Source: an optimization exercise on an open RTL-to-GDS flow (aim: small area). Production flows keep margins and buffers that such runs may drop.
In this exercise RTL edits were held to simulation tests only and were not proved equivalent to the original.
Power and IR drop assume default switching activity.

==> flow/design.v (excerpt) <==
module top(input clk, rst, ball_speed, serve_type, angle, bat_size, restart, start, en_color, auto, hard_mode, input[3:0] mode, max_score, input[8:0] adc, output sel, size, output sound, output [9:0] RED, GRN, BLU, output HSYNC, VSYNC, px_clk, blank);
==> flow/config.mk <==
export PLATFORM = sky130hd
export DESIGN_NAME = top
export DESIGN_NICKNAME = top
export VERILOG_FILES = /design/flow/design.v
export SDC_FILE = /design/flow/constraint.sdc
export NUM_CORES = 4
export LEC_CHECK = 0
export ABC_AREA = 1
export CAP_MARGIN = 20
export CORE_MARGIN = 2
export CORE_UTILIZATION = 40
export CTS_BUF_LIST = sky130_fd_sc_hd__clkbuf_8
export PLACE_DENSITY = 0.6
export SLEW_MARGIN = 20
==> flow/constraint.sdc <==
create_clock -name core_clock -period 10.0 [get_ports {clk}]
set_input_delay 2.0000 -clock core_clock [delete_from_list [all_inputs] [get_ports {clk}]]
set_output_delay 2.0000 -clock core_clock [all_outputs]
set_load 0.01 [all_outputs]
standard.sh (not shown) runs the stock make flow with config.mk's settings and CLKGATE_MAP_FILE= SYNTH_SCRIPT=/design/flow/synth_recipe.tcl, a recipe that flattens the netlist after the stock synthesis.
==> flow/flow/run.sh <==
#!/bin/bash
# Layout flow: the standard flow, except that
#  - synthesis skips the adder extraction (ADDER_MAP_FILE empty) and maps the logic with a
#    stronger ABC script (abc_area.script here);
#  - the port buffers are the smallest buffer (buf_1) instead of clkdlybuf4s50_1.
set -euo pipefail
W=$PWD
rm -rf "$W/scripts_mine"
cp -r "$FLOW_HOME/scripts" "$W/scripts_mine"
cp "$W/flow/abc_area.script" "$W/scripts_mine/abc_area.script"
make -C "$FLOW_HOME" DESIGN_CONFIG="$W/config.mk" WORK_HOME="$W/orfs" CLKGATE_MAP_FILE= \
  SYNTH_SCRIPT="$W/synth_recipe.tcl" SCRIPTS_DIR="$W/scripts_mine" ADDER_MAP_FILE= synth > "$W/synth.log" 2>&1
export BUFFER_PORTS_ARGS="-buffer_cell sky130_fd_sc_hd__buf_1"
bash "$W/standard.sh" > "$W/layout.log" 2>&1
==> flow/flow/abc_area.script <==
strash
&get -n
&fraig -x
&put
scorr
dc2
strash
&get -n
&deepsyn -T 300
&put
strash
&get -n
&dch -f
&nf -R 1000 -F 32 -A 32 -p
&put
Next try:
--- a/flow/flow/abc_area.script
+++ b/flow/flow/abc_area.script
@@ -8,3 +8,3 @@
 &get -n
-&deepsyn -T 300
+&deepsyn -T 600
 &put
=>
- The new run completed without violations
- synthesized cell count rises by 1.5%
- final area barely changes
- non-clock buffer count rises by 5
- setup slack gets better by 27 ps
- final cell count rises by 1.4%
- power falls by 1.3%
- wire length rises by 4.9%
- combinational power is about the same
- clock skew falls by 6.0 ps

* * *

top again, from the RTL that the note above started with.
==> flow/design.v (excerpt) <==
module top(input clk, rst, ball_speed, serve_type, angle, bat_size, restart, start, en_color, auto, hard_mode, input[3:0] mode, max_score, input[8:0] adc, output sel, size, output sound, output [9:0] RED, GRN, BLU, output HSYNC, VSYNC, px_clk, blank);
clock: 10.0 ns
lec_check: 0
abc_area: 1
cap_margin: 20
core_margin: 2
core_utilization: 40
cts_buf_list: sky130_fd_sc_hd__clkbuf_8
place_density: 0.6
slew_margin: 20
==> flow/flow/run.sh <==
#!/bin/bash
# Layout flow: the standard flow, except that synthesis skips the adder extraction
# (ADDER_MAP_FILE empty) and maps the logic with a stronger ABC script (abc_area.script here).
set -euo pipefail
W=$PWD
rm -rf "$W/scripts_mine"
cp -r "$FLOW_HOME/scripts" "$W/scripts_mine"
cp "$W/flow/abc_area.script" "$W/scripts_mine/abc_area.script"
make -C "$FLOW_HOME" DESIGN_CONFIG="$W/config.mk" WORK_HOME="$W/orfs" CLKGATE_MAP_FILE= \
  SYNTH_SCRIPT="$W/synth_recipe.tcl" SCRIPTS_DIR="$W/scripts_mine" ADDER_MAP_FILE= synth > "$W/synth.log" 2>&1
bash "$W/standard.sh" > "$W/layout.log" 2>&1
==> flow/flow/abc_area.script <==
strash
&get -n
&fraig -x
&put
scorr
dc2
strash
&get -n
&deepsyn -T 300
&put
strash
&get -n
&dch -f
&nf -R 1000 -F 32 -A 32 -p
&put
The starting point completed with no timing, DRC or antenna violations.
Edit:
==> flow/flow/run.sh (replaced) <==
#!/bin/bash
# Layout flow: the standard flow, except that
#  - synthesis skips the adder extraction (ADDER_MAP_FILE empty) and maps the logic with a
#    stronger ABC script (abc_area.script here);
#  - the port buffers are the smallest buffer (buf_1) instead of clkdlybuf4s50_1;
#  - clock tree synthesis uses clkbuf_8 and inserts no dummy loads.
set -euo pipefail
W=$PWD
rm -rf "$W/scripts_mine"
cp -r "$FLOW_HOME/scripts" "$W/scripts_mine"
cp "$W/flow/abc_area.script" "$W/scripts_mine/abc_area.script"
make -C "$FLOW_HOME" DESIGN_CONFIG="$W/config.mk" WORK_HOME="$W/orfs" CLKGATE_MAP_FILE= \
  SYNTH_SCRIPT="$W/synth_recipe.tcl" SCRIPTS_DIR="$W/scripts_mine" ADDER_MAP_FILE= synth > "$W/synth.log" 2>&1
export BUFFER_PORTS_ARGS="-buffer_cell sky130_fd_sc_hd__buf_1"
export CTS_ARGS="-sink_clustering_enable -repair_clock_nets -buf_list sky130_fd_sc_hd__clkbuf_8 -dont_use_dummy_load"
bash "$W/standard.sh" > "$W/layout.log" 2>&1
Effect:
- power came out lower by 6.3%
- routed wire length came out lower by 2.6%
- critical path depth stays the same
- sequential share of layout area came out higher by 1.2 points

==> static timing again, ports no longer ideal <==
How much do the figures lean on ideal ports? The routed layouts below were timed once more, with nothing changed but the port constraints.
Step 1: set_driving_cell puts a clkbuf_16 on clk and a buf_2 on each other input, an assumption about the parent block.
Step 2, shift: input delay + t, output delay - t, t = (earliest + latest rising clock arrival at the registers) / 2. This alone moves slack from input paths to output paths.
Three values: ideal ports, drivers, drivers and shift; two values: the first two.
run | t, ns | slack for setup (ns) | pins driven straight from the clock port
the first run of note 1 | 0.524 | 0.816 / 0.816 / 0.816 | 1
the second run of note 1 | 0.524 | 0.843 / 0.843 / 0.843 | 1
the first run of note 2 | 0.512 | 0.914 / 0.914 / 0.914 | 1
the second run of note 2 | 0.499 | 0.971 / 0.971 / 0.971 | 1
After both steps every run listed still meets setup and hold.
